Context: an optimization exercise on an open-source flow, tuned for small area. The choices shown serve that exercise and are no tape-out recipe.
In this exercise RTL edits were held to simulation tests only and were not proved equivalent to the original.
No activity file was given, so power comes from the tool's default toggle rates.

### flow/run.sh
#!/bin/bash
set -euo pipefail
bash standard.sh "BUFFER_PORTS_ARGS=-buffer_cell sky130_fd_sc_hd__buf_1" finish > make_finish.log 2>&1
### standard.sh
#!/bin/bash
# synth_recipe.tcl (not shown) runs the flow's synth.tcl, then flattens the netlist and writes it again
# the make line also repeats each setting of config.mk as NAME=value (left out here)
make -C /OpenROAD-flow-scripts/flow DESIGN_CONFIG=/design/flow/config.mk WORK_HOME=/design/flow/orfs CLKGATE_MAP_FILE= SYNTH_SCRIPT=/design/flow/synth_recipe.tcl "${@:-finish}"
### config.mk
export PLATFORM = sky130hd
export DESIGN_NAME = br_compositor
export DESIGN_NICKNAME = br_compositor
export VERILOG_FILES = /design/flow/design.v
export SDC_FILE = /design/flow/constraint.sdc
export NUM_CORES = 4
export LEC_CHECK = 0
export CAP_MARGIN = 20
export CORE_MARGIN = 2
export CORE_UTILIZATION = 40
export SLEW_MARGIN = 20
### constraint.sdc
create_clock -name core_clock -period 40.0 [get_ports {clk}]
set_input_delay 8.0000 -clock core_clock [delete_from_list [all_inputs] [get_ports {clk}]]
set_output_delay 8.0000 -clock core_clock [all_outputs]
set_load 0.01 [all_outputs]
### design.v
module br_compositor(
	input wire clk,
	input wire [ 3: 0] status,
	input wire video_on,
	input wire [ 9: 0] pixel_x, pixel_y,
	input wire btn_pos, mycar_pos, explode_pos, game_over_pos, score_pos,
	input wire btn_visible, explode_visible,
	input wire obstacle_pos0, obstacle_pos1, obstacle_pos2, obstacle_pos3, obstacle_pos4,
	input wire digit_pos0, digit_pos1, digit_pos2, digit_pos3,
	input wire [31:0] scroll,
	input wire [11:0] back_data, btn_data, side_data, mycar_data, explode_data, game_over_data, score_data,
	input wire [11:0] obstacle_data0, obstacle_data1, obstacle_data2, obstacle_data3, obstacle_data4,
	input wire [11:0] digit_data0, digit_data1, digit_data2, digit_data3,
	output reg [ 3: 0] red, green, blue
	);
	wire [3:0] red_c, green_c, blue_c;
	Renderer render_unit (
		.status(status), .video_on(video_on),
		.pixel_x(pixel_x), .pixel_y(pixel_y),
		.btn_pos(btn_pos), .mycar_pos(mycar_pos), .explode_pos(explode_pos),
		.game_over_pos(game_over_pos), .score_pos(score_pos),
		.btn_visible(btn_visible), .explode_visible(explode_visible),
		.obstacle_pos0(obstacle_pos0), .obstacle_pos1(obstacle_pos1), .obstacle_pos2(obstacle_pos2),
		.obstacle_pos3(obstacle_pos3), .obstacle_pos4(obstacle_pos4),
		.digit_pos0(digit_pos0), .digit_pos1(digit_pos1), .digit_pos2(digit_pos2), .digit_pos3(digit_pos3),
		.scroll(scroll),
		.back_data(back_data), .btn_data(btn_data), .side_data(side_data), .mycar_data(mycar_data),
		.explode_data(explode_data), .game_over_data(game_over_data), .score_data(score_data),
		.obstacle_data0(obstacle_data0), .obstacle_data1(obstacle_data1), .obstacle_data2(obstacle_data2),
		.obstacle_data3(obstacle_data3), .obstacle_data4(obstacle_data4),
		.digit_data0(digit_data0), .digit_data1(digit_data1), .digit_data2(digit_data2), .digit_data3(digit_data3),
		.red(red_c), .green(green_c), .blue(blue_c)
	);
	always @(posedge clk)
	begin
		red   <= red_c;
		green <= green_c;
		blue  <= blue_c;
	end
endmodule

`timescale 1ns / 1ps
module Renderer(
	input wire [ 3: 0] status,
	input wire video_on,
	input wire [ 9: 0] pixel_x, pixel_y,
	input wire btn_pos, mycar_pos, explode_pos, game_over_pos, score_pos,
	input wire btn_visible, explode_visible,
	input wire obstacle_pos0, obstacle_pos1, obstacle_pos2, obstacle_pos3, obstacle_pos4,
	input wire digit_pos0, digit_pos1, digit_pos2, digit_pos3,
	input wire signed [31:0] scroll,
	input wire [11:0] back_data, btn_data, side_data, mycar_data, explode_data, game_over_data, score_data,
	input wire [11:0] obstacle_data0, obstacle_data1, obstacle_data2, obstacle_data3, obstacle_data4,
	input wire [11:0] digit_data0, digit_data1, digit_data2, digit_data3,
	output wire [ 3: 0] red, green, blue
	);
	function is_key;
		input [11:0] d;
		is_key = (d == 12'h0f0) || (d == 12'h1f1) || (d == 12'h2f2) || (d == 12'h0e0);
	endfunction
	function [1:0] q5;
		input [3:0] d;
		case (d)
			4'd0, 4'd1, 4'd2, 4'd3, 4'd4:       q5 = 2'd0;
			4'd5, 4'd6, 4'd7, 4'd8, 4'd9:       q5 = 2'd1;
			4'd10, 4'd11, 4'd12, 4'd13, 4'd14:  q5 = 2'd2;
			default:                            q5 = 2'd3;
		endcase
	endfunction
	function [11:0] div5;
		input [11:0] d;
		div5 = {2'b00, q5(d[11:8]), 2'b00, q5(d[7:4]), 2'b00, q5(d[3:0])};
	endfunction
	function [3:0] asb;
		input [3:0] d;
		case (d)
			4'd0, 4'd1, 4'd2, 4'd3:             asb = 4'd3;
			4'd4, 4'd5, 4'd6, 4'd7, 4'd8:       asb = 4'd4;
			4'd9, 4'd10, 4'd11, 4'd12, 4'd13:   asb = 4'd5;
			default:                            asb = 4'd6;
		endcase
	endfunction
	function ge;
		input [9:0] x;
		input [9:0] k;
		integer j;
		begin
			ge = 1'b1;
			for (j = 0; j < 10; j = j + 1)
				ge = k[j] ? (x[j] & ge) : (x[j] | ge);
		end
	endfunction
	wire slide  = (ge(pixel_x, 74) && !ge(pixel_x, 85)) || (ge(pixel_x, 554) && !ge(pixel_x, 565));
	wire inroad = ge(pixel_x, 74) && !ge(pixel_x, 565);
	wire lane   = (ge(pixel_x, 170) && !ge(pixel_x, 181)) || (ge(pixel_x, 266) && !ge(pixel_x, 277)) ||
	              (ge(pixel_x, 362) && !ge(pixel_x, 373)) || (ge(pixel_x, 458) && !ge(pixel_x, 469));
	wire c2 = (pixel_y[1] & scroll[1]) | ((pixel_y[1] | scroll[1]) & pixel_y[0] & scroll[0]);
	reg c10;
	integer b;
	always @*
	begin
		c10 = 1'b0;
		for (b = 0; b < 10; b = b + 1)
			c10 = (pixel_y[b] & scroll[b]) | ((pixel_y[b] | scroll[b]) & c10);
	end
	wire nc32 = !(c10 && (&scroll[31:10]));
	wire fs0 = scroll[2] ^ scroll[6] ^ scroll[10];
	wire fc0 = (scroll[2] & scroll[6]) | (scroll[2] & scroll[10]) | (scroll[6] & scroll[10]);
	wire fs1 = scroll[3] ^ scroll[7] ^ scroll[11];
	wire fc1 = (scroll[3] & scroll[7]) | (scroll[3] & scroll[11]) | (scroll[7] & scroll[11]);
	wire fs2 = scroll[4] ^ scroll[8] ^ scroll[12];
	wire fc2 = (scroll[4] & scroll[8]) | (scroll[4] & scroll[12]) | (scroll[8] & scroll[12]);
	wire fs3 = scroll[5] ^ scroll[9] ^ scroll[13];
	wire fc3 = (scroll[5] & scroll[9]) | (scroll[5] & scroll[13]) | (scroll[9] & scroll[13]);
	wire fs4 = scroll[14] ^ scroll[18] ^ scroll[22];
	wire fc4 = (scroll[14] & scroll[18]) | (scroll[14] & scroll[22]) | (scroll[18] & scroll[22]);
	wire fs5 = scroll[15] ^ scroll[19] ^ scroll[23];
	wire fc5 = (scroll[15] & scroll[19]) | (scroll[15] & scroll[23]) | (scroll[19] & scroll[23]);
	wire fs6 = scroll[16] ^ scroll[20] ^ scroll[24];
	wire fc6 = (scroll[16] & scroll[20]) | (scroll[16] & scroll[24]) | (scroll[20] & scroll[24]);
	wire fs7 = scroll[17] ^ scroll[21] ^ scroll[25];
	wire fc7 = (scroll[17] & scroll[21]) | (scroll[17] & scroll[25]) | (scroll[21] & scroll[25]);
	wire fs8 = scroll[26] ^ scroll[30] ^ pixel_y[2];
	wire fc8 = (scroll[26] & scroll[30]) | (scroll[26] & pixel_y[2]) | (scroll[30] & pixel_y[2]);
	wire fs9 = scroll[27] ^ scroll[31] ^ pixel_y[3];
	wire fc9 = (scroll[27] & scroll[31]) | (scroll[27] & pixel_y[3]) | (scroll[31] & pixel_y[3]);
	wire fs10 = scroll[28] ^ pixel_y[4] ^ pixel_y[8];
	wire fc10 = (scroll[28] & pixel_y[4]) | (scroll[28] & pixel_y[8]) | (pixel_y[4] & pixel_y[8]);
	wire fs11 = scroll[29] ^ pixel_y[5] ^ pixel_y[9];
	wire fc11 = (scroll[29] & pixel_y[5]) | (scroll[29] & pixel_y[9]) | (pixel_y[5] & pixel_y[9]);
	wire fs12 = pixel_y[6] ^ c2 ^ fs0;
	wire fc12 = (pixel_y[6] & c2) | (pixel_y[6] & fs0) | (c2 & fs0);
	wire fs13 = pixel_y[7] ^ fc0 ^ fs1;
	wire fc13 = (pixel_y[7] & fc0) | (pixel_y[7] & fs1) | (fc0 & fs1);
	wire fs14 = nc32 ^ fc1 ^ fs2;
	wire fc14 = (nc32 & fc1) | (nc32 & fs2) | (fc1 & fs2);
	wire fs15 = fc2 ^ fs3 ^ fc6;
	wire fc15 = (fc2 & fs3) | (fc2 & fc6) | (fs3 & fc6);
	wire fs16 = fc3 ^ fs4 ^ fc7;
	wire fc16 = (fc3 & fs4) | (fc3 & fc7) | (fs4 & fc7);
	wire fs17 = fc4 ^ fs5 ^ fc8;
	wire fc17 = (fc4 & fs5) | (fc4 & fc8) | (fs5 & fc8);
	wire fs18 = fc5 ^ fs6 ^ fc9;
	wire fc18 = (fc5 & fs6) | (fc5 & fc9) | (fs6 & fc9);
	wire fs19 = fs7 ^ fc10 ^ fs11;
	wire fc19 = (fs7 & fc10) | (fs7 & fs11) | (fc10 & fs11);
	wire fs20 = fs8 ^ fc11 ^ fs12;
	wire fc20 = (fs8 & fc11) | (fs8 & fs12) | (fc11 & fs12);
	wire fs21 = fs9 ^ fc12 ^ fs13;
	wire fc21 = (fs9 & fc12) | (fs9 & fs13) | (fc12 & fs13);
	wire fs22 = fs10 ^ fc13 ^ fs14;
	wire fc22 = (fs10 & fc13) | (fs10 & fs14) | (fc13 & fs14);
	wire fs23 = fc14 ^ fs15 ^ fc18;
	wire fc23 = (fc14 & fs15) | (fc14 & fc18) | (fs15 & fc18);
	wire fs24 = fc15 ^ fs16 ^ fc19;
	wire fc24 = (fc15 & fs16) | (fc15 & fc19) | (fs16 & fc19);
	wire fs25 = fc16 ^ fs17 ^ fc20;
	wire fc25 = (fc16 & fs17) | (fc16 & fc20) | (fs17 & fc20);
	wire fs26 = fc17 ^ fs18 ^ fc21;
	wire fc26 = (fc17 & fs18) | (fc17 & fc21) | (fs18 & fc21);
	wire fs27 = fs19 ^ fc22 ^ fs23;
	wire fc27 = (fs19 & fc22) | (fs19 & fs23) | (fc22 & fs23);
	wire fs28 = fs20 ^ fc23 ^ fs24;
	wire fc28 = (fs20 & fc23) | (fs20 & fs24) | (fc23 & fs24);
	wire fs29 = fs21 ^ fc24 ^ fs25;
	wire fc29 = (fs21 & fc24) | (fs21 & fs25) | (fc24 & fs25);
	wire fs30 = fs22 ^ fc25 ^ fs26;
	wire fc30 = (fs22 & fc25) | (fs22 & fs26) | (fc25 & fs26);
	wire fs31 = fc26 ^ fs27 ^ fc30;
	wire fc31 = (fc26 & fs27) | (fc26 & fc30) | (fs27 & fc30);
	wire fs32 = fc27 ^ fs28 ^ fc31;
	wire fc32 = (fc27 & fs28) | (fc27 & fc31) | (fs28 & fc31);
	wire fs33 = fc28 ^ fs29 ^ fc32;
	wire fc33 = (fc28 & fs29) | (fc28 & fc32) | (fs29 & fc32);
	wire fs34 = fc29 ^ fs30 ^ fc33;
	wire fc34 = (fc29 & fs30) | (fc29 & fc33) | (fs30 & fc33);
	wire [3:0] qa = {fs31, fs34, fs33, fs32};
	wire [3:0] qb = {fc34, 1'b0, 1'b0, 1'b0};
	localparam [31:0] LIGHT_TAB = 32'hf83f3ff0;
	wire [4:0] lidx = {qb[3], qa};
	wire light = LIGHT_TAB[lidx];
	wire exp_on  = explode_pos && explode_visible;
	wire exp_key = is_key(explode_data);
	wire any_spr = mycar_pos || obstacle_pos0 || obstacle_pos1 || obstacle_pos2 || obstacle_pos3 || obstacle_pos4;
	wire s0 = mycar_pos;
	wire s1 = !mycar_pos && obstacle_pos0;
	wire s2 = !mycar_pos && !obstacle_pos0 && obstacle_pos1;
	wire s3 = !mycar_pos && !obstacle_pos0 && !obstacle_pos1 && obstacle_pos2;
	wire s4 = !mycar_pos && !obstacle_pos0 && !obstacle_pos1 && !obstacle_pos2 && obstacle_pos3;
	wire s5 = !mycar_pos && !obstacle_pos0 && !obstacle_pos1 && !obstacle_pos2 && !obstacle_pos3 && obstacle_pos4;
	wire [11:0] spr = ({12{s0}} & mycar_data) | ({12{s1}} & obstacle_data0) | ({12{s2}} & obstacle_data1) |
	                  ({12{s3}} & obstacle_data2) | ({12{s4}} & obstacle_data3) | ({12{s5}} & obstacle_data4);
	wire spr_key = is_key(spr);
	wire layer0    = game_over_pos || score_pos || digit_pos0 || digit_pos1 || digit_pos2 || digit_pos3;
	wire term      = (status == 4'b0001);
	wire stripe_en = !exp_on && !any_spr && !(term && layer0);
	wire use_exp  = exp_on && !exp_key;
	wire use_spr  = !use_exp && any_spr && !spr_key;
	wire use_road = !use_exp && !(any_spr && !spr_key);
	wire road_light = slide || (lane && stripe_en && light);
	wire [3:0] sr = side_data[3:0], sg = side_data[7:4], sb = side_data[11:8];
	wire [3:0] rr = road_light ? {2'b11, q5(sr)} : inroad ? {2'b01, q5(sr)} : sr;
	wire [3:0] rg = road_light ? {2'b11, q5(sg)} : inroad ? {2'b01, q5(sg)} : sg;
	wire [3:0] rb = road_light ? {2'b11, q5(sb)} : inroad ? asb(sb) : sb;
	wire [11:0] scene = ({12{use_exp}} & explode_data) | ({12{use_spr}} & spr) | ({12{use_road}} & {rb, rg, rr});
	wire [11:0] dim   = div5(scene);
	wire blk = !inroad && !exp_on && !any_spr;
	wire z0 = (game_over_data == 12'h000);
	wire z1 = (score_data     == 12'h000);
	wire z2 = (digit_data0    == 12'h000);
	wire z3 = (digit_data1    == 12'h000);
	wire z4 = (digit_data2    == 12'h000);
	wire z5 = (digit_data3    == 12'h000);
	wire v0 = game_over_pos && !(z0 && blk);
	wire v1 = score_pos     && !(z1 && blk);
	wire v2 = digit_pos0    && !(z2 && blk);
	wire v3 = digit_pos1    && !(z3 && blk);
	wire v4 = digit_pos2    && !(z4 && blk);
	wire v5 = digit_pos3    && !(z5 && blk);
	wire p5 = v5;
	wire p4 = !v5 && v4;
	wire p3 = !v5 && !v4 && v3;
	wire p2 = !v5 && !v4 && !v3 && v2;
	wire p1 = !v5 && !v4 && !v3 && !v2 && v1;
	wire p0 = !v5 && !v4 && !v3 && !v2 && !v1 && v0;
	wire [11:0] prm = ({12{p5}} & digit_data3) | ({12{p4}} & digit_data2) | ({12{p3}} & digit_data1) |
	                  ({12{p2}} & digit_data0) | ({12{p1}} & score_data)  | ({12{p0}} & game_over_data);
	wire prm_black = (p5 && z5) || (p4 && z4) || (p3 && z3) || (p2 && z2) || (p1 && z1) || (p0 && z0);
	wire btn_sel = btn_pos && btn_visible && (btn_data != 12'hfff);
	wire st_prep  = video_on && (status == 4'b1000);
	wire st_act   = video_on && (status == 4'b0100);
	wire st_pause = video_on && (status == 4'b0010);
	wire st_term  = video_on && term;
	wire sel_back = st_prep && !btn_sel;
	wire sel_btn  = st_prep && btn_sel;
	wire sel_dim  = st_pause || (st_term && (!layer0 || prm_black));
	wire sel_prm  = st_term && layer0;
	wire [11:0] c = ({12{sel_back}} & back_data) | ({12{sel_btn}} & btn_data) |
	                ({12{st_act}} & scene) | ({12{sel_dim}} & dim) | ({12{sel_prm}} & prm);
	assign red   = c[3:0];
	assign green = c[7:4];
	assign blue  = c[11:8];
endmodule
==> flow_metrics.env, run 1 <==
export IMPL_ys_seq_area_share_pct=5.73
export IMPL_power_density_mw_per_mm2=26.1
export IMPL_dieArea_sq_mm=0.0113
export IMPL_period_share_pct=39.2
export IMPL_vias=5559
export IMPL_grt_usage_pct=27.9
export IMPL_synth_seq_cells=12
export IMPL_clk_pin_slew_ns=0.05
export IMPL_final_net_count=1109
export IMPL_max_stage_delay_ns=0.49
export IMPL_coreArea_sq_mm=0.0102
export IMPL_mostFrequentLayoutCells="buf_1, inv_1, nand2_1, nor2_1, a21oi_1"
export IMPL_ctsHoldBuffers=0
export IMPL_drc_errors=0
export IMPL_htreeDepth=1
export IMPL_ir_drop_uv=35.7
export IMPL_hold_viol=0
export IMPL_instances_no_fill=943
export IMPL_leakage_nw=1.91
export IMPL_rows=37
export IMPL_critical_path_top_delay_family="adder cells"
export IMPL_routed_wl_um=16800
export IMPL_post_route_util_pct=52.4
export IMPL_hold_class="input port to flop"
export IMPL_fmax_mhz=63.8
export IMPL_portBuffers=277
export IMPL_fill_cells=1066
export IMPL_synth_fp_nets=854
export IMPL_multi_input_area_sq_mm=0.00367
export IMPL_yosysWarnings=2
export IMPL_netlist_area_sq_mm=0.00419
export IMPL_wl_met1_um=6970
export IMPL_worst_setup_path_end_kind="flop"
export IMPL_die_h_um=106
export IMPL_whs_path_depth=3
export IMPL_gp_congestion=0.954
export IMPL_grt_pass1_wl_um=25600
export IMPL_post_drt_wl_per_cell_um=17.9
export IMPL_power_mw=0.140
export IMPL_worst_path_buf_inv=3
export IMPL_synth_area_per_cell_sq_um=7.58
export IMPL_min_to="green[3]$_DFF_P_"
export IMPL_antenna_found_initial=0
export IMPL_grt_max_degree=29
export IMPL_drive_gt1_share_pct=3.84
export IMPL_async_reset_ff_share_pct=0
export IMPL_rsz0062_at_grt="no"
export IMPL_cap_viol_max_count=0
export IMPL_cts_root_buf="clkbuf_8"
export IMPL_hp_start="back_data[7]"
export IMPL_vias_per_cell=5.90
export IMPL_ioPinCount=278
export IMPL_initialDrtViolationCount=444
export IMPL_slowest_stage="fa_1"
export IMPL_final_max_slew_viol_count=0
export IMPL_status="finished clean"
export IMPL_synth_cell_types=85
export IMPL_synth_top_cell_area_share_pct=16.7
export IMPL_dr_pass1_iters=7
export IMPL_dp_cells=939
export IMPL_cts_made_buffers=3
export IMPL_syn_inst=553
export IMPL_dieWidth_um=106
export IMPL_ys_top_cells_by_area="fa_1, dfxtp_1, a21oi_1"
export IMPL_areaGrowthSynthToFinish_pct=27.9
export IMPL_cts_setup_buffers=0
export IMPL_antenna_left=0
export IMPL_start_kind="input port"
export IMPL_wl_met2_um=8370
export IMPL_crit_type="input port to flop"
export IMPL_ctsResizeCount=0
export IMPL_path_common_cell="fa_1"
export IMPL_yosysTopAreaCell="fa_1"
export IMPL_setup_violations=0
export IMPL_highest_signal_layer="met4"
export IMPL_ys_flop_type="dfxtp_1"
export IMPL_arrival_ns=15.78
export IMPL_tightestPinTransition_ns=1.03
export IMPL_initial_core_util_pct=41.0
export IMPL_dr_wl_met3_um=1280
export IMPL_cts_tree="done"
export IMPL_diodes=0
export IMPL_cts_buffer_depth=2
export IMPL_synth_edf_count=0
export IMPL_period_minus_slack_ns=15.66
export IMPL_grt_pass1_vias=5378
export IMPL_overflow=0
export IMPL_final_common_cell="buf_1"
export IMPL_numClockSinks=12
export IMPL_place_hpwl_um=14700
export IMPL_regArea_sq_um=240
export IMPL_cp_max_fo=8
export IMPL_required_ns=40.12
export IMPL_tns_ns=0
export IMPL_slew_headroom_pct=31.2
==> power breakdown <==
part	internal, mW	leakage, nW	switching (mW)	total (mW)
clock	0.00868	0.0288	0.00430	0.0130
sequential	0.0125	0.0975	0.000216	0.0127
combinational	0.0515	1.78	0.0626	0.114
total	0.0727	1.91	0.0672	0.140
==> state kept, by name, indices dropped and copies added, names as in the netlist <==
register	cells
red	4
green	4
blue	4
==> area by class of cell <==
cell class | instances | area share (%)
well taps | 136 | 3.18
inverters | 46 | 3.22
multi-input cells | 466 | 68.4
flip-flops and latches | 12 | 4.48
clock buffers | 4 | 1.03
repair buffers | 279 | 19.7
==> tightest hold or removal path, cell delays in order <==
cell	delay, ns
buf_1	0.06
mux2i_1	0.06
o21ai_1	0.15
==> worst max-delay path by stage <==
| stage | start | endpoint | slack (ns) | depth (start not counted) |
|---|---|---|---|---|
| floorplan | pixel_y[0] | blue[0]$_DFF_P_ | 24.59 | 30 |
| global placement | pixel_y[0] | blue[0]$_DFF_P_ | 24.28 | 30 |
| detailed placement | pixel_y[0] | blue[0]$_DFF_P_ | 24.12 | 30 |
| CTS | pixel_y[0] | blue[0]$_DFF_P_ | 24.31 | 30 |
| global route | pixel_y[0] | blue[0]$_DFF_P_ | 23.80 | 30 |
| finish | scroll[0] | blue[0]$_DFF_P_ | 24.34 | 30 |
==> synth_stat cells (5+ instances only) <==
| library cell | number |
|---|---|
| a211o_1 | 8 |
| a211oi_1 | 10 |
| a21oi_1 | 37 |
| a221o_1 | 5 |
| a221oi_1 | 15 |
| a22oi_1 | 14 |
| a2bb2oi_1 | 10 |
| a32o_1 | 11 |
| clkbuf_1 | 21 |
| dfxtp_1 | 12 |
| fa_1 | 35 |
| inv_1 | 46 |
| maj3_1 | 6 |
| mux2i_1 | 16 |
| nand2_1 | 41 |
| nand2b_1 | 7 |
| nand3_1 | 14 |
| nand3b_1 | 15 |
| nand4_1 | 15 |
| nor2_1 | 39 |
| nor2b_1 | 8 |
| nor3_1 | 15 |
| nor4_1 | 22 |
| nor4b_1 | 5 |
| o21ai_0 | 17 |
| o21ai_1 | 7 |
==> layer usage <==
layer | vias to the layer above | GRT usage [%]
met5 | - | 0
met4 | 0 | 4.32
met3 | 21 | 3.37
met2 | 234 | 50.7
met1 | 2636 | 36.0
li1 | 2668 | -
==> cell families after synthesis <==
| family | after synthesis | share of synthesized area (%) |
|---|---|---|
| muxes | 17 | 4.09 |
| xor gates and xnor gates | 2 | 0.418 |
| buffers and inverters | 75 | 7.38 |
| adders and majority gates | 42 | 18.4 |
| and+or+nand+nor | 212 | 28.8 |
| DFF | 12 | 5.73 |
| AOI/OAI and AO/OA | 193 | 35.1 |
==> through the flow <==
stage / worst slack, ns / area (sq um) / hold WS [ns]
2_1_floorplan: 24.59 / 4190 / 8.17
3_3_place_gp: 24.28 / 5290 / 8.34
3_5_place_dp: 24.12 / 5290 / 8.32
4_1_cts: 24.31 / 5350 / 8.07
5_1_grt: 23.80 / 5360 / 8.10
6_report: 24.34 / 5360 / 8.08
==> run 2: changes to the inputs <==
==> flow/run.sh (replaced) <==
#!/bin/bash
# The standard layout (standard.sh) with two changes:
#  - synthesis maps with the area-oriented ABC script flow/area.abc (the standard flow's
#    synthesis script otherwise unchanged: same passes, flatten and rename);
#  - the port buffers use the smallest buffer cell.
set -euo pipefail
W=$(pwd)
sed "s|^\(\s*\)log_cmd abc {\*}\$abc_args|\1log_cmd abc -script $W/flow/area.abc {*}[lrange \$abc_args 2 end]|" \
  "$FLOW_HOME/scripts/synth.tcl" > "$W/synth_custom.tcl"
grep -q "flow/area.abc" "$W/synth_custom.tcl"
sed "s|\$::env(SCRIPTS_DIR)/synth.tcl|$W/synth_custom.tcl|" "$W/synth_recipe.tcl" > "$W/synth_recipe_custom.tcl"
grep -q "synth_custom.tcl" "$W/synth_recipe_custom.tcl"
bash standard.sh "SYNTH_SCRIPT=$W/synth_recipe_custom.tcl" \
  "BUFFER_PORTS_ARGS=-buffer_cell sky130_fd_sc_hd__buf_1" finish > "$W/make_finish.log" 2>&1
==> flow/area.abc (new file) <==
strash
&get -n
&st
&dch -f
&nf -R 1000
&put
mfs2
strash
&get -n
&st
&dch -f
&nf -R 1000
&put
topo
--- a/config.mk
+++ b/config.mk
@@ -8,4 +8,5 @@
 export CAP_MARGIN = 20
 export CORE_MARGIN = 2
 export CORE_UTILIZATION = 40
+export CTS_BUF_LIST = sky130_fd_sc_hd__clkbuf_4
 export SLEW_MARGIN = 20
==> flow_metrics.env, run 2 <==
export IMPL_status="finished clean"
export IMPL_period_minus_slack_ns=14.72
export IMPL_max_stage_delay_ns=0.54
export IMPL_rows=32
export IMPL_ctsResizeCount=0
export IMPL_drc_errors=0
export IMPL_yosysTopAreaCell="fa_1"
export IMPL_overflow=0
export IMPL_netlist_area_sq_mm=0.00325
export IMPL_vias_per_cell=5.95
export IMPL_slowest_stage="fa_1"
export IMPL_worst_path_buf_inv=5
export IMPL_grt_max_degree=17
export IMPL_cap_viol_max_count=0
export IMPL_min_to="green[0]$_DFF_P_"
export IMPL_whs_path_depth=3
export IMPL_areaGrowthSynthToFinish_pct=38.0
export IMPL_drive_gt1_share_pct=1.24
export IMPL_fin_ws_ns=25.28
export IMPL_coreArea_sq_mm=0.00781
export IMPL_mostFrequentLayoutCells="buf_1, nand2_1, clkinv_1, o21ai_0, fa_1"
export IMPL_yosysMostFrequentCell="nand2_1"
export IMPL_placed_area_sq_mm=0.00446
export IMPL_grt_usage_pct=29.5
export IMPL_die_h_um=94.2
export IMPL_final_common_cell="buf_1"
export IMPL_worst_setup_path_end_kind="flop"
export IMPL_hold_class="input port to flop"
export IMPL_initialDrtViolationCount=388
export IMPL_ioPinCount=278
export IMPL_cts_made_buffers=3
export IMPL_synth_seq_cells=12
export IMPL_antenna_found_initial=0
export IMPL_rsz0062_at_grt="no"
export IMPL_final_net_count=1030
export IMPL_htreeDepth=1
export IMPL_numClockSinks=12
export IMPL_dieArea_sq_mm=0.00887
export IMPL_cp_max_fo=6
export IMPL_start_kind="input port"
export IMPL_grt_pass1_vias=4505
export IMPL_ys_seq_area_share_pct=7.38
export IMPL_tns_ns=0
export IMPL_post_place_ws_ns=25.02
export IMPL_synth_edf_count=0
export IMPL_crit_type="input port to flop"
export IMPL_synth_top_cell_area_share_pct=21.5
export IMPL_ys_top_cells_by_area="fa_1, a222oi_1, dfxtp_1"
export IMPL_synth_fp_nets=743
export IMPL_synth_area_per_cell_sq_um=7.36
export IMPL_required_ns=40.18
export IMPL_fmax_mhz=67.9
export IMPL_hp_start="back_data[4]"
export IMPL_initial_core_util_pct=41.7
export IMPL_clk_pin_slew_ns=0.08
export IMPL_path_common_cell="fa_1"
export IMPL_tightestPinTransition_ns=1.06
export IMPL_arrival_ns=14.90
export IMPL_fill_cells=773
export IMPL_dr_pass1_iters=7
export IMPL_cts_setup_buffers=0
export IMPL_vias=4940
export IMPL_hold_viol=0
export IMPL_final_max_slew_viol_count=0
export IMPL_yosysWarnings=2
export IMPL_syn_inst=442
export IMPL_diodes=0
export IMPL_gp_congestion=0.946
export IMPL_antenna_left=0
export IMPL_setup_violations=0
export IMPL_place_hpwl_um=12600
export IMPL_synthTopCellsByCount="nand2_1, clkinv_1, o21ai_0"
export IMPL_top_regs="blue (4), green (4), red (4)"
export IMPL_cts_tree="done"
export IMPL_dieWidth_um=94.2
export IMPL_period_share_pct=36.8
export IMPL_power_density_mw_per_mm2=28.1
export IMPL_cts_root_buf="clkbuf_4"
export IMPL_ys_flop_type="dfxtp_1"
export IMPL_power_mw=0.126
export IMPL_leakage_nw=1.39
export IMPL_routed_wl_um=14300
export IMPL_cts_buffer_depth=2
export IMPL_critical_path_top_delay_family="adder cells"
export IMPL_design_area_sq_mm=0.00449
export IMPL_portBuffers=277
export IMPL_synth_cell_types=45
export IMPL_grt_pass1_wl_um=20900
export IMPL_slew_headroom_pct=28.9
export IMPL_post_drt_wl_per_cell_um=17.2
export IMPL_async_reset_ff_share_pct=0
export IMPL_ir_drop_uv=25.4
export IMPL_ctsHoldBuffers=0
==> run 2: how the worst max path moves through the flow <==
stage,depth (start not counted),end,startpoint,slack (ns)
2_1_floorplan,34,blue[0]$_DFF_P_,scroll[1],25.70
3_5_place_dp,36,blue[0]$_DFF_P_,scroll[1],25.02
5_1_grt,35,blue[0]$_DFF_P_,scroll[1],24.64
6_report,35,blue[0]$_DFF_P_,scroll[1],25.28
3_3_place_gp,35,blue[0]$_DFF_P_,scroll[1],25.30
4_1_cts,36,blue[0]$_DFF_P_,scroll[1],25.29
==> run 2: cell type report <==
type / count / area (sq um) / share of cell area, %
clock buffers: 3 / 22.5 / 0.502
inverters: 51 / 191 / 4.26
repair buffers: 282 / 1080 / 24.0
flip-flops and latches: 12 / 240 / 5.35
well taps: 102 / 128 / 2.84
clock inverters: 1 / 3.75 / 0.0836
multi-input cells: 379 / 2830 / 63.0
==> run 2: report_power, final <==
group / switching, mW / total, mW / leakage, nW / internal [mW]
registers: 0.000123 / 0.0126 / 0.0976 / 0.0125
logic: 0.0581 / 0.106 / 1.27 / 0.0474
clock network: 0.00459 / 0.00822 / 0.0154 / 0.00363
total: 0.0629 / 0.126 / 1.39 / 0.0635
==> run 2: stage by stage <==
step	util [%]	hold slack (ns)	cells
floorplan	-	8.12	442
global placement	57.1	8.24	825
detailed placement	57.1	8.24	825
CTS	57.4	7.95	829
global route	57.5	7.97	830
finish	57.5	7.95	830
==> run 2: per-layer routing <==
layer | up-vias | share of wire [%] | GRT usage [%]
met2 | 259 | 52 | 55.8
met1 | 2322 | 38 | 35.5
li1 | 2335 | - | -
met5 | - | 0 | 0
met3 | 24 | 7.2 | 3.13
met4 | 0 | 1.9 | 6.88
==> run 2: kinds of logic after synthesis <==
kind of cell	count (synthesis)	share of synthesized area [%]
adders and majority gates	37	22.2
muxes	4	1.27
buffers and inverters	51	5.88
AOI/OAI and AO/OA	171	37.9
and+or+nand+nor	165	24.9
DFF	12	7.38
xor gates and xnor gates	2	0.539
==> run 3: changes to the inputs <==
--- a/config.mk
+++ b/config.mk
@@ -5,8 +5,8 @@
 export SDC_FILE = /design/flow/constraint.sdc
 export NUM_CORES = 4
 export LEC_CHECK = 0
-export CAP_MARGIN = 20
+export CAP_MARGIN = 0
 export CORE_MARGIN = 2
 export CORE_UTILIZATION = 40
 export CTS_BUF_LIST = sky130_fd_sc_hd__clkbuf_4
-export SLEW_MARGIN = 20
+export SLEW_MARGIN = 0
==> flow_metrics.env, run 3 <==
export IMPL_path_common_cell="fa_1"
export IMPL_fmax_mhz=67.9
export IMPL_rows=32
export IMPL_sw_frac_of_total_pct=49.7
export IMPL_initialDrtViolationCount=387
export IMPL_cts_setup_buffers=0
export IMPL_whs_path_depth=3
export IMPL_dr_pass1_iters=6
export IMPL_gp_congestion=0.946
export IMPL_slew_headroom_pct=29.0
export IMPL_synth_edf_count=0
export IMPL_clock_power_share_pct=6.4
export IMPL_dieWidth_um=94.2
export IMPL_multi_input_area_sq_mm=0.00283
export IMPL_synth_cell_types=45
export IMPL_status="finished clean"
export IMPL_place_hpwl_um=12600
export IMPL_synth_top_cell_area_share_pct=21.5
export IMPL_design_area_sq_mm=0.00448
export IMPL_initial_core_util_pct=41.7
export IMPL_hp_start="back_data[4]"
export IMPL_antenna_found_initial=0
export IMPL_cts_root_buf="clkbuf_4"
export IMPL_regArea_sq_um=240
export IMPL_cts_made_buffers=3
export IMPL_synth_area_per_cell_sq_um=7.36
export IMPL_setup_violations=0
export IMPL_fill_cells=776
export IMPL_placed_area_sq_mm=0.00446
export IMPL_netlist_area_sq_mm=0.00325
export IMPL_antenna_left=0
export IMPL_mostFrequentLayoutCells="buf_1, nand2_1, clkinv_1, o21ai_0, fa_1"
export IMPL_vias_per_cell=5.99
export IMPL_final_common_cell="buf_1"
export IMPL_ioPinCount=278
export IMPL_crit_type="input port to flop"
export IMPL_grt_pass1_wl_um=20900
export IMPL_yosysWarnings=2
export IMPL_grt_pass1_vias=4505
export IMPL_ys_flop_type="dfxtp_1"
export IMPL_ir_drop_uv=25.3
export IMPL_post_drt_wl_per_cell_um=17.2
export IMPL_ctsResizeCount=0
export IMPL_rsz0062_at_grt="no"
export IMPL_leakage_nw=1.38
export IMPL_period_share_pct=36.8
export IMPL_portBuffers=277
export IMPL_power_density_mw_per_mm2=28.1
export IMPL_netSwitchingPower_mw=0.0626
export IMPL_worst_path_buf_inv=5
export IMPL_cp_max_fo=6
export IMPL_routed_wl_um=14200
export IMPL_drive_gt1_share_pct=1.10
export IMPL_top_regs="blue (4), green (4), red (4)"
export IMPL_ys_seq_area_share_pct=7.38
export IMPL_critical_path_top_delay_family="adder cells"
export IMPL_tns_ns=0
export IMPL_cap_viol_max_count=0
export IMPL_slowest_stage="fa_1"
export IMPL_yosysTopAreaCell="fa_1"
export IMPL_required_ns=40.18
export IMPL_grt_max_degree=17
export IMPL_tightestPinTransition_ns=1.06
export IMPL_hold_class="input port to flop"
export IMPL_yosysMostFrequentCell="nand2_1"
export IMPL_coreArea_sq_mm=0.00781
export IMPL_async_reset_ff_share_pct=0
export IMPL_clk_pin_slew_ns=0.08
export IMPL_final_net_count=1029
export IMPL_ctsHoldBuffers=0
export IMPL_synth_seq_cells=12
export IMPL_areaGrowthSynthToFinish_pct=37.8
export IMPL_min_to="green[0]$_DFF_P_"
export IMPL_drc_errors=0
export IMPL_vias=4963
export IMPL_grt_usage_pct=29.5
export IMPL_max_stage_delay_ns=0.54
export IMPL_final_max_slew_viol_count=0
export IMPL_dieArea_sq_mm=0.00887
export IMPL_start_kind="input port"
export IMPL_overflow=0
export IMPL_period_minus_slack_ns=14.73
export IMPL_numClockSinks=12
export IMPL_hold_viol=0
export IMPL_ys_top_cells_by_area="fa_1, a222oi_1, dfxtp_1"
export IMPL_cts_buffer_depth=2
export IMPL_synth_fp_nets=743
export IMPL_intPower_mw=0.0634
export IMPL_die_h_um=94.2
export IMPL_diodes=0
export IMPL_arrival_ns=14.91
export IMPL_cts_tree="done"
export IMPL_htreeDepth=1
export IMPL_syn_inst=442
export IMPL_seqPwrFrac_pct=10.0
export IMPL_synthTopCellsByCount="nand2_1, clkinv_1, o21ai_0"
export IMPL_power_frac_comb_pct=83.6
export IMPL_worst_setup_path_end_kind="flop"
==> run 3: cell types whose count changed in the layout (fill, tap and decap cells not counted) <==
| cell | before | now |
|---|---|---|
| buf_4 | 5 | 4 |
==> run 3: cell families (layout without fill, tap and decap cells) <==
logic type	count (synthesis)	after routing	share of synthesized area [%]
AND/OR/NAND/NOR	165	165	24.9
flip-flops	12	12	7.38
adder cells (fa/ha/maj)	37	37	22.2
AO/OA/AOI/OAI	171	171	37.9
XOR/XNOR	2	2	0.539
buffers and inverters	51	336	5.88
multiplexers	4	4	1.27
==> run 3: worst max path at each step <==
stage	from	slack [ns]	to	cells past startpoint
2_1_floorplan	scroll[1]	25.70	blue[0]$_DFF_P_	34
3_3_place_gp	scroll[1]	25.30	blue[0]$_DFF_P_	35
3_5_place_dp	scroll[1]	25.02	blue[0]$_DFF_P_	36
4_1_cts	scroll[1]	25.29	blue[0]$_DFF_P_	36
5_1_grt	scroll[1]	24.64	blue[0]$_DFF_P_	35
6_report	scroll[1]	25.27	blue[0]$_DFF_P_	36
==> run 3: power groups by stage <==
stage / sequential (mW) / clock (mW) / combinational, mW
6_report: 0.0126 / 0.00811 / 0.105
5_1_grt: 0.0126 / 0.00857 / 0.118
4_1_cts: 0.0126 / 0.00795 / 0.105
3_5_place_dp: 0.0129 / 0 / 0.104
3_3_place_gp: 0.0129 / 0 / 0.0999
2_1_floorplan: 0.0131 / 0 / 0.0730
==> run 3: cell type report <==
class                   count  area share [%]
clock inverters             1          0.0837
flip-flops and latches     12            5.36
multi-input cells         379            63.1
repair buffers            281            23.9
well taps                 102            2.85
inverters                  51            4.27
clock buffers               3           0.502
==> run 3: layer usage <==
layer / global-route usage [%] / share of wire (%)
met1: 35.5 / 38
met4: 6.88 / 2.1
met2: 55.8 / 52
met5: 0 / 0
met3: 3.13 / 7.6
==> run 3: stage by stage <==
stage | power, mW | hold slack [ns] | setup WS (ns) | instances | util (%)
after floorplan | 0.0862 | 8.12 | 25.70 | 442 | -
after global placement | 0.113 | 8.24 | 25.30 | 825 | 57.1
after detailed placement | 0.117 | 8.24 | 25.02 | 825 | 57.1
after CTS | 0.126 | 7.95 | 25.29 | 829 | 57.4
after global routing | 0.139 | 7.97 | 24.64 | 829 | 57.4
final | 0.126 | 7.96 | 25.27 | 829 | 57.4
==> run 4: changes to the inputs <==
--- a/design.v
+++ b/design.v
@@ -223,8 +223,6 @@
 	wire p2 = !v5 && !v4 && !v3 && v2;
 	wire p1 = !v5 && !v4 && !v3 && !v2 && v1;
 	wire p0 = !v5 && !v4 && !v3 && !v2 && !v1 && v0;
-	wire [11:0] prm = ({12{p5}} & digit_data3) | ({12{p4}} & digit_data2) | ({12{p3}} & digit_data1) |
-	                  ({12{p2}} & digit_data0) | ({12{p1}} & score_data)  | ({12{p0}} & game_over_data);
 	wire prm_black = (p5 && z5) || (p4 && z4) || (p3 && z3) || (p2 && z2) || (p1 && z1) || (p0 && z0);
 	wire btn_sel = btn_pos && btn_visible && (btn_data != 12'hfff);
 	wire st_prep  = video_on && (status == 4'b1000);
@@ -235,8 +233,12 @@
 	wire sel_btn  = st_prep && btn_sel;
 	wire sel_dim  = st_pause || (st_term && (!layer0 || prm_black));
 	wire sel_prm  = st_term && layer0;
+	wire t5 = sel_prm && p5, t4 = sel_prm && p4, t3 = sel_prm && p3;
+	wire t2 = sel_prm && p2, t1 = sel_prm && p1, t0 = sel_prm && p0;
 	wire [11:0] c = ({12{sel_back}} & back_data) | ({12{sel_btn}} & btn_data) |
-	                ({12{st_act}} & scene) | ({12{sel_dim}} & dim) | ({12{sel_prm}} & prm);
+	                ({12{st_act}} & scene) | ({12{sel_dim}} & dim) |
+	                ({12{t5}} & digit_data3) | ({12{t4}} & digit_data2) | ({12{t3}} & digit_data1) |
+	                ({12{t2}} & digit_data0) | ({12{t1}} & score_data)  | ({12{t0}} & game_over_data);
 	assign red   = c[3:0];
 	assign green = c[7:4];
 	assign blue  = c[11:8];
--- a/config.mk
+++ b/config.mk
@@ -9,4 +9,5 @@
 export CORE_MARGIN = 2
 export CORE_UTILIZATION = 40
 export CTS_BUF_LIST = sky130_fd_sc_hd__clkbuf_4
+export GPL_TIMING_DRIVEN = 0
 export SLEW_MARGIN = 0
==> flow_metrics.env, run 4 <==
export IMPL_status="finished clean"
export IMPL_grt_max_degree=17
export IMPL_ys_top_cells_by_area="fa_1, a222oi_1, dfxtp_1"
export IMPL_final_net_count=1019
export IMPL_rsz0062_at_grt="no"
export IMPL_netlist_area_sq_mm=0.00323
export IMPL_cts_setup_buffers=0
export IMPL_synth_fp_nets=736
export IMPL_path_common_cell="fa_1"
export IMPL_final_max_slew_viol_count=0
export IMPL_overflow=0
export IMPL_power_density_mw_per_mm2=27.8
export IMPL_async_reset_ff_share_pct=0
export IMPL_ys_seq_area_share_pct=7.43
export IMPL_routed_wl_um=15200
export IMPL_setup_violations=0
export IMPL_tightestPinTransition_ns=1.38
export IMPL_dieWidth_um=93.9
export IMPL_clk_pin_slew_ns=0.08
export IMPL_die_h_um=93.9
export IMPL_yosysWarnings=2
export IMPL_design_area_sq_mm=0.00445
export IMPL_clock_power_share_pct=6.3
export IMPL_ioPinCount=278
export IMPL_drive_gt1_share_pct=0.976
export IMPL_intPower_mw=0.0612
export IMPL_areaGrowthSynthToFinish_pct=37.7
export IMPL_fill_cells=794
export IMPL_final_common_cell="buf_1"
export IMPL_htreeDepth=1
export IMPL_dr_pass1_iters=8
export IMPL_synth_edf_count=0
export IMPL_start_kind="input port"
export IMPL_netSwitchingPower_mw=0.0624
export IMPL_grt_usage_pct=32.6
export IMPL_period_share_pct=36.6
export IMPL_seqPwrFrac_pct=10.2
export IMPL_yosysMostFrequentCell="nand2_1"
export IMPL_leakage_nw=1.39
export IMPL_hold_class="input port to flop"
export IMPL_slew_headroom_pct=7.26
export IMPL_numClockSinks=12
export IMPL_power_frac_comb_pct=83.5
export IMPL_place_hpwl_um=13400
export IMPL_cap_viol_max_count=0
export IMPL_synth_area_per_cell_sq_um=7.43
export IMPL_ctsResizeCount=0
export IMPL_period_minus_slack_ns=14.64
export IMPL_synth_top_cell_area_share_pct=21.7
export IMPL_vias_per_cell=6.15
export IMPL_ctsHoldBuffers=0
export IMPL_ir_drop_uv=26.4
export IMPL_coreArea_sq_mm=0.00777
export IMPL_antenna_left=0
export IMPL_synthTopCellsByCount="nand2_1, clkinv_1, o21ai_0"
export IMPL_cts_made_buffers=3
export IMPL_slowest_stage="a21oi_1"
export IMPL_hold_viol=0
export IMPL_diodes=0
export IMPL_portBuffers=277
export IMPL_fmax_mhz=68.3
export IMPL_worst_setup_path_end_kind="flop"
export IMPL_synth_cell_types=41
export IMPL_cts_root_buf="clkbuf_4"
export IMPL_dp_cells=815
export IMPL_placed_area_sq_mm=0.00442
export IMPL_tns_ns=0
export IMPL_drc_errors=0
export IMPL_arrival_ns=14.80
export IMPL_multi_input_area_sq_mm=0.00283
export IMPL_rows=32
export IMPL_regArea_sq_um=240
export IMPL_post_route_util_pct=57.3
export IMPL_top_regs="blue (4), green (4), red (4)"
export IMPL_cp_max_fo=7
export IMPL_vias=5034
export IMPL_sw_frac_of_total_pct=50.5
export IMPL_yosysTopAreaCell="fa_1"
export IMPL_antenna_found_initial=0
export IMPL_dieArea_sq_mm=0.00882
export IMPL_syn_inst=435
export IMPL_initial_core_util_pct=41.6
export IMPL_max_stage_delay_ns=0.58
export IMPL_cts_buffer_depth=2
export IMPL_initialDrtViolationCount=510
export IMPL_gp_congestion=1.00
export IMPL_grt_pass1_vias=4655
export IMPL_grt_pass1_wl_um=22500
export IMPL_required_ns=40.16
export IMPL_post_drt_wl_per_cell_um=18.6
export IMPL_ys_flop_type="dfxtp_1"
export IMPL_mostFrequentLayoutCells="buf_1, nand2_1, clkinv_1, o21ai_0, fa_1"
export IMPL_crit_type="input port to flop"
export IMPL_synth_seq_cells=12
export IMPL_cts_tree="done"
export IMPL_instances_no_fill=819
-- run 4: logic make-up after synthesis --
family,synth area share (%)
XOR/XNOR,0.542
flip-flops,7.43
multiplexers,1.59
AND/OR/NAND/NOR,25.3
adder cells (fa/ha/maj),22.3
AO/OA/AOI/OAI,37.2
buffers and inverters,5.57
-- run 4: final cells by class --
type | instances | area share (%)
inverter | 48 | 4.05
clock buffer | 3 | 0.506
clock inverter | 1 | 0.0843
multi-input combinational | 375 | 63.6
tap | 102 | 2.87
timing repair buffer | 278 | 23.5
sequential | 12 | 5.40
-- run 4: path summary, 6_finish.rpt --
path / start / to / slack (ns) / depth (start not counted)
setup / recovery: scroll[1] / blue[0]$_DFF_P_ / 25.36 / 33
hold / removal: digit_data0[2] / red[2]$_DFF_P_ / 8.00 / 3
-- run 4: power by group through the flow --
stage / Clock, mW / Combinational (mW) / Sequential (mW)
2_1_floorplan: 0 / 0.0693 / 0.0131
3_3_place_gp: 0 / 0.0960 / 0.0129
3_5_place_dp: 0 / 0.101 / 0.0129
4_1_cts: 0.00777 / 0.102 / 0.0126
5_1_grt: 0.00861 / 0.117 / 0.0127
6_report: 0.00776 / 0.103 / 0.0126
-- run 4: worst max-delay path, delay by kind of cell --
family,cells,cell delay (ns)
buffers and inverters,5,0.40
and+or+nand+nor,4,0.80
adders and majority gates,7,2.73
muxes,1,0.38
AOI/OAI and AO/OA,16,2.48
-- run 4: stage by stage --
step | worst slack [ns] | power (mW) | hold WS (ns)
floorplan | 25.98 | 0.0823 | 8.11
global placement | 25.30 | 0.109 | 8.27
detailed placement | 25.11 | 0.114 | 8.27
CTS | 25.38 | 0.123 | 7.99
global route | 24.75 | 0.139 | 7.99
finish | 25.36 | 0.124 | 8.00
-- run 4: metal layers --
layer / vias to the layer above / track usage, % / share of wire (%)
met1: 2395 / 46.7 / 41
met3: 19 / 4.49 / 9.5
li1: 2312 / - / -
met4: 0 / 3.86 / 1.3
met5: - / 0 / 0
met2: 308 / 53.8 / 48
==> run 5: changes to the inputs <==
==> flow/run.sh (replaced) <==
#!/bin/bash
# The standard layout (standard.sh) with three changes:
#  - synthesis skips the quick ABC pre-mapping inside Yosys's "synth -run fine:"
#    (synth -noabc), so extract_fa sees the RTL's adder structure and leaves no
#    inverters around the full adders;
#  - the final ABC mapping uses the area-oriented script flow/area.abc
#    (the standard flow's synthesis script otherwise unchanged: same passes, flatten, rename);
#  - the port buffers use the smallest buffer cell.
set -euo pipefail
W=$(pwd)
sed -e "s|^\(\s*\)log_cmd abc {\*}\$abc_args|\1log_cmd abc -script $W/flow/area.abc {*}[lrange \$abc_args 2 end]|" \
    -e "s|-run fine: {\*}\$synth_full_args|-run fine: -noabc {*}\$synth_full_args|" \
  "$FLOW_HOME/scripts/synth.tcl" > "$W/synth_custom.tcl"
grep -q "flow/area.abc" "$W/synth_custom.tcl"
grep -q "run fine: -noabc" "$W/synth_custom.tcl"
sed "s|\$::env(SCRIPTS_DIR)/synth.tcl|$W/synth_custom.tcl|" "$W/synth_recipe.tcl" > "$W/synth_recipe_custom.tcl"
grep -q "synth_custom.tcl" "$W/synth_recipe_custom.tcl"
bash standard.sh "SYNTH_SCRIPT=$W/synth_recipe_custom.tcl" \
  "BUFFER_PORTS_ARGS=-buffer_cell sky130_fd_sc_hd__buf_1" finish > "$W/make_finish.log" 2>&1
==> flow/area.abc (replaced) <==
strash
&get -n
&st
&dc2
&dch -f
&nf -R 1000
&put
mfs2 -a
strash
&get -n
&st
&dch -f
&nf -R 1000
&put
topo
--- a/config.mk
+++ b/config.mk
@@ -5,9 +5,9 @@
 export SDC_FILE = /design/flow/constraint.sdc
 export NUM_CORES = 4
 export LEC_CHECK = 0
-export CAP_MARGIN = 0
+export CAP_MARGIN = 10
 export CORE_MARGIN = 2
 export CORE_UTILIZATION = 40
 export CTS_BUF_LIST = sky130_fd_sc_hd__clkbuf_4
 export GPL_TIMING_DRIVEN = 0
-export SLEW_MARGIN = 0
+export SLEW_MARGIN = 10
==> flow_metrics.env, run 5 <==
export IMPL_synth_edf_count=0
export IMPL_fmax_mhz=66.5
export IMPL_power_frac_comb_pct=82.3
export IMPL_vias_per_cell=6.24
export IMPL_syn_inst=411
export IMPL_dr_pass1_iters=8
export IMPL_worst_setup_path_end_kind="flop"
export IMPL_crit_type="input port to flop"
export IMPL_dieWidth_um=92.3
export IMPL_ctsResizeCount=0
export IMPL_overflow=0
export IMPL_yosysMostFrequentCell="nand2_1"
export IMPL_ctsHoldBuffers=0
export IMPL_start_kind="input port"
export IMPL_grt_usage_pct=32.0
export IMPL_power_density_mw_per_mm2=27.1
export IMPL_yosysTopAreaCell="fa_1"
export IMPL_clk_pin_slew_ns=0.09
export IMPL_worst_path_buf_inv=2
export IMPL_antenna_found_initial=0
export IMPL_cts_setup_buffers=0
export IMPL_post_drt_wl_per_cell_um=18.7
export IMPL_seqPwrFrac_pct=10.7
export IMPL_tightestPinTransition_ns=1.18
export IMPL_hold_class="input port to flop"
export IMPL_initialDrtViolationCount=439
export IMPL_netlist_area_sq_mm=0.00312
export IMPL_htreeDepth=1
export IMPL_post_route_util_pct=57.0
export IMPL_path_common_cell="fa_1"
export IMPL_final_net_count=996
export IMPL_cts_tree="done"
export IMPL_final_max_slew_viol_count=0
export IMPL_rows=32
export IMPL_cp_max_fo=7
export IMPL_cts_buffer_depth=2
export IMPL_ir_drop_uv=29.8
export IMPL_ys_top_cells_by_area="fa_1, a222oi_1, dfxtp_1"
export IMPL_synthTopCellsByCount="nand2_1, o21ai_0, fa_1"
export IMPL_final_common_cell="buf_1"
export IMPL_grt_pass1_wl_um=21900
export IMPL_critical_path_top_delay_family="adder cells"
export IMPL_slowest_stage="fa_1"
export IMPL_portBuffers=277
export IMPL_async_reset_ff_share_pct=0
export IMPL_rsz0062_at_grt="no"
export IMPL_intPower_mw=0.0613
export IMPL_routed_wl_um=14900
export IMPL_status="finished clean"
export IMPL_ys_flop_type="dfxtp_1"
export IMPL_cts_root_buf="clkbuf_4"
export IMPL_period_share_pct=37.6
export IMPL_grt_pass1_vias=4686
export IMPL_clock_power_share_pct=7.0
export IMPL_slew_headroom_pct=21.4
export IMPL_cp_num_cells=32
export IMPL_coreArea_sq_mm=0.00765
export IMPL_max_stage_delay_ns=0.58
export IMPL_hold_viol=0
export IMPL_startpoint="pixel_y[1]"
export IMPL_cap_viol_max_count=0
export IMPL_endpoint="blue[0]$_DFF_P_"
export IMPL_arrival_ns=15.26
export IMPL_gp_congestion=1.04
export IMPL_numClockSinks=12
export IMPL_sw_frac_of_total_pct=48.1
export IMPL_antenna_left=0
export IMPL_synth_fp_nets=712
export IMPL_netSwitchingPower_mw=0.0569
export IMPL_period_minus_slack_ns=15.05
export IMPL_synth_area_per_cell_sq_um=7.59
export IMPL_ys_seq_area_share_pct=7.70
export IMPL_dieArea_sq_mm=0.00852
export IMPL_mostFrequentLayoutCells="buf_1, nand2_1, o21ai_0, fa_1"
export IMPL_setup_violations=0
export IMPL_grt_max_degree=17
export IMPL_top_regs="blue (4), green (4), red (4)"
export IMPL_synth_top_cell_area_share_pct=22.5
export IMPL_leakage_nw=1.33
export IMPL_yosysWarnings=2
export IMPL_drive_gt1_share_pct=1.59
export IMPL_drc_errors=0
export IMPL_vias=4975
export IMPL_place_hpwl_um=13000
export IMPL_synth_seq_cells=12
export IMPL_cts_made_buffers=3
export IMPL_ioPinCount=278
export IMPL_tns_ns=0
export IMPL_die_h_um=92.3
export IMPL_initial_core_util_pct=40.8
export IMPL_synth_cell_types=38
export IMPL_required_ns=40.21
export IMPL_areaGrowthSynthToFinish_pct=39.7
run 5: cells by family (layout without fill, tap and decap cells):
family	Yosys count	after routing	synth area share [%]
buf+inv	14	297	1.68
mux	2	2	0.642
xor+xnor	2	2	0.562
fa+ha+maj	36	36	22.8
other cells	0	1	0
flops	12	12	7.70
simple gates	177	177	28.1
compound gates	168	168	38.5
run 5: layout make-up:
type	instances	area [sq um]
well taps	102	128
diodes	1	2.50
repair buffers	279	1050
fillers	792	3290
clock buffers	3	22.5
clock inverters	1	3.75
flip-flops and latches	12	240
multi-input cells	385	2860
inverters	14	52.6
run 5: through the flow:
step                      setup slack, ns  total power [mW]  cell area (sq um)  std cells  hold WS, ns
after floorplan                     25.62            0.0800               3120        411         8.12
after global placement              24.80             0.106               4290        790         8.29
after detailed placement            24.70             0.110               4310        792         8.29
after CTS                           24.97             0.118               4340        796         8.00
after global routing                24.44             0.131               4360        796         8.01
final                               24.95             0.118               4360        797         8.00
run 5: how the worst min path moves through the flow:
stage                                from                to  slack, ns  cells after the start
after floorplan             score_data[4]  green[0]$_DFF_P_       8.12                      2
after global placement    digit_data0[11]   blue[3]$_DFF_P_       8.29                      3
after detailed placement   score_data[10]   blue[2]$_DFF_P_       8.29                      3
after CTS                   score_data[3]    red[3]$_DFF_P_       8.00                      3
after global routing        score_data[3]    red[3]$_DFF_P_       8.01                      3
final                     digit_data0[11]   blue[3]$_DFF_P_       8.00                      3
run 5: layer usage:
| metal | global-route usage (%) | vias to the layer above | wire, um |
|---|---|---|---|
| li1 | - | 2281 | - |
| met1 | 37.7 | 2312 | 5560 |
| met2 | 59.1 | 337 | 7520 |
| met3 | 3.74 | 45 | 1320 |
| met4 | 11.8 | 0 | 507 |
| met5 | 0 | - | 0 |
run 5: power groups by stage:
stage	clock [mW]	combinational [mW]	sequential, mW
after detailed placement	0	0.0971	0.0129
after CTS	0.00803	0.0972	0.0126
after global placement	0	0.0926	0.0129
after floorplan	0	0.0668	0.0132
final	0.00828	0.0973	0.0126
after global routing	0.00875	0.110	0.0127
==> run 6: changes to the inputs <==
--- a/config.mk
+++ b/config.mk
@@ -9,5 +9,7 @@
 export CORE_MARGIN = 2
 export CORE_UTILIZATION = 40
 export CTS_BUF_LIST = sky130_fd_sc_hd__clkbuf_4
+export CTS_CLUSTER_DIAMETER = 500
+export CTS_CLUSTER_SIZE = 30
 export GPL_TIMING_DRIVEN = 0
 export SLEW_MARGIN = 10
==> flow_metrics.env, run 6 <==
export IMPL_status="finished clean"
export IMPL_slew_headroom_pct=21.4
export IMPL_grt_pass1_wl_um=21900
export IMPL_ys_seq_area_share_pct=7.70
export IMPL_rsz0062_at_grt="no"
export IMPL_grt_usage_pct=32.0
export IMPL_power_density_mw_per_mm2=27.1
export IMPL_initialDrtViolationCount=439
export IMPL_cts_root_buf="clkbuf_4"
export IMPL_areaGrowthSynthToFinish_pct=39.7
export IMPL_ctsResizeCount=0
export IMPL_grt_max_degree=17
export IMPL_fmax_mhz=66.5
export IMPL_numClockSinks=12
export IMPL_cap_viol_max_count=0
export IMPL_post_route_util_pct=57.0
export IMPL_cts_setup_buffers=0
export IMPL_instances_no_fill=797
export IMPL_holdWs_ns=8.00
export IMPL_antenna_found_initial=0
export IMPL_ys_flop_type="dfxtp_1"
export IMPL_tightestPinTransition_ns=1.18
export IMPL_top_regs="blue (4), green (4), red (4)"
export IMPL_power_frac_comb_pct=82.3
export IMPL_setup_violations=0
export IMPL_dieWidth_um=92.3
export IMPL_cts_buffer_depth=2
export IMPL_vias_per_cell=6.24
export IMPL_final_net_count=996
export IMPL_period_share_pct=37.6
export IMPL_synth_cell_types=38
export IMPL_post_drt_wl_per_cell_um=18.7
export IMPL_ctsHoldBuffers=0
export IMPL_synth_fp_nets=712
export IMPL_post_place_ws_ns=24.70
export IMPL_initial_core_util_pct=40.8
export IMPL_intPower_mw=0.0613
export IMPL_start_kind="input port"
export IMPL_hold_class="input port to flop"
export IMPL_gp_congestion=1.04
export IMPL_netlist_area_sq_mm=0.00312
export IMPL_critical_path_top_delay_family="adder cells"
export IMPL_grt_pass1_vias=4686
export IMPL_worst_setup_path_end_kind="flop"
export IMPL_sw_frac_of_total_pct=48.1
export IMPL_clk_pin_slew_ns=0.09
export IMPL_cts_tree="done"
export IMPL_clock_power_share_pct=7.0
export IMPL_rows=32
export IMPL_syn_inst=411
export IMPL_die_h_um=92.3
export IMPL_cp_max_fo=7
export IMPL_ioPinCount=278
export IMPL_hold_viol=0
export IMPL_arrival_ns=15.26
export IMPL_drive_gt1_share_pct=1.59
export IMPL_routed_wl_um=14900
export IMPL_place_hpwl_um=13000
export IMPL_overflow=0
export IMPL_drc_errors=0
export IMPL_placed_area_sq_mm=0.00431
export IMPL_vias=4975
export IMPL_design_area_sq_mm=0.00436
export IMPL_mostFrequentLayoutCells="buf_1, nand2_1, o21ai_0, fa_1"
export IMPL_final_common_cell="buf_1"
export IMPL_yosysWarnings=2
export IMPL_max_stage_delay_ns=0.58
export IMPL_fin_ws_ns=24.95
export IMPL_ir_drop_uv=29.8
export IMPL_synth_edf_count=0
export IMPL_netSwitchingPower_mw=0.0569
export IMPL_required_ns=40.21
export IMPL_yosysTopAreaCell="fa_1"
export IMPL_power_mw=0.118
export IMPL_period_minus_slack_ns=15.05
export IMPL_tns_ns=0
export IMPL_ys_top_cells_by_area="fa_1, a222oi_1, dfxtp_1"
export IMPL_synth_seq_cells=12
export IMPL_antenna_left=0
export IMPL_synth_top_cell_area_share_pct=22.5
export IMPL_yosysMostFrequentCell="nand2_1"
export IMPL_dieArea_sq_mm=0.00852
export IMPL_dp_cells=792
export IMPL_async_reset_ff_share_pct=0
export IMPL_htreeDepth=1
export IMPL_dr_pass1_iters=8
export IMPL_synth_area_per_cell_sq_um=7.59
export IMPL_leakage_nw=1.33
export IMPL_slowest_stage="fa_1"
export IMPL_worst_path_buf_inv=2
export IMPL_portBuffers=277
export IMPL_crit_type="input port to flop"
export IMPL_path_common_cell="fa_1"
export IMPL_seqPwrFrac_pct=10.7
export IMPL_synthTopCellsByCount="nand2_1, o21ai_0, fa_1"
export IMPL_final_max_slew_viol_count=0
export IMPL_cts_made_buffers=3
export IMPL_coreArea_sq_mm=0.00765
## run 6: cell counts after synthesis
No cell type changed its count.
## run 6: layout make-up
class / instances / area, sq um
timing repair buffer: 279 / 1050
sequential: 12 / 240
inverter: 14 / 52.6
multi-input combinational: 385 / 2860
tap: 102 / 128
fill: 792 / 3290
clock buffer: 3 / 22.5
antenna: 1 / 2.50
clock inverter: 1 / 3.75
## run 6: worst paths after layout
check / from / endpoint / depth (start not counted)
min: digit_data0[11] / blue[3]$_DFF_P_ / 3
max: pixel_y[1] / blue[0]$_DFF_P_ / 32
## run 6: kinds of logic after synthesis
family,synth area share [%]
buf+inv,1.68
mux,0.642
compound gates,38.5
flops,7.70
xor+xnor,0.562
simple gates,28.1
fa+ha+maj,22.8
## run 6: layer usage
layer / vias up / wire length (um) / global-route usage (%)
met4: 0 / 507 / 11.8
met3: 45 / 1320 / 3.74
li1: 2281 / - / -
met2: 337 / 7520 / 59.1
met1: 2312 / 5560 / 37.7
met5: - / 0 / 0
## run 6: worst min-delay path, cell delays in order
cell and delay, ns:
buf_1 0.11, a222oi_1 0.08, nand2_1 0.07
## run 6: power groups by stage
stage,Sequential [mW],Combinational (mW),Clock [mW]
floorplan,0.0132,0.0668,0
finish,0.0126,0.0973,0.00828
detailed placement,0.0129,0.0971,0
global placement,0.0129,0.0926,0
CTS,0.0126,0.0972,0.00803
global route,0.0127,0.110,0.00875

## what the ideal ports hide
How much do the figures lean on ideal ports? The routed layouts below were timed once more, with nothing changed but the port constraints. Step 1 (the two cells are an assumption about what drives the block):
set clk [get_ports {clk}]
set_driving_cell -lib_cell sky130_fd_sc_hd__clkbuf_16 $clk
set_driving_cell -lib_cell sky130_fd_sc_hd__buf_2 [delete_from_list [all_inputs] $clk]
Step 2 moves the port delays by t, midway between the first and last clock arrival at a register: inputs arrive t later, outputs are due t later. That takes back most of the time a late clock gives input paths. Slacks: ideal / step 1 / step 2; pairs: ideal / step 1.
run	shift t [ns]	slack for setup (ns)	hold slack, ns	latest minus earliest clock arrival (ns)
run 1	0.263	24.335 / 24.340 / 24.078	8.083 / 8.087 / 8.350	0.007 / 0.007
run 2	0.303	25.278 / 25.273 / 24.970	7.953 / 7.956 / 8.260	0.004 / 0.003
run 3	0.302	25.270 / 25.268 / 24.965	7.959 / 7.960 / 8.263	0.002 / 0.001
run 4	0.301	25.363 / 25.365 / 25.064	7.999 / 8.007 / 8.308	0.008 / 0.008
run 5	0.302	24.953 / 24.949 / 24.647	8.003 / 8.006 / 8.308	0.006 / 0.006
run 6	0.302	24.953 / 24.949 / 24.647	8.003 / 8.006 / 8.308	0.006 / 0.006
After both steps every run listed still meets setup and hold. The setup slack of run 2, which loses most, moves by -0.005 ns with the drivers and by -0.308 ns with both steps.
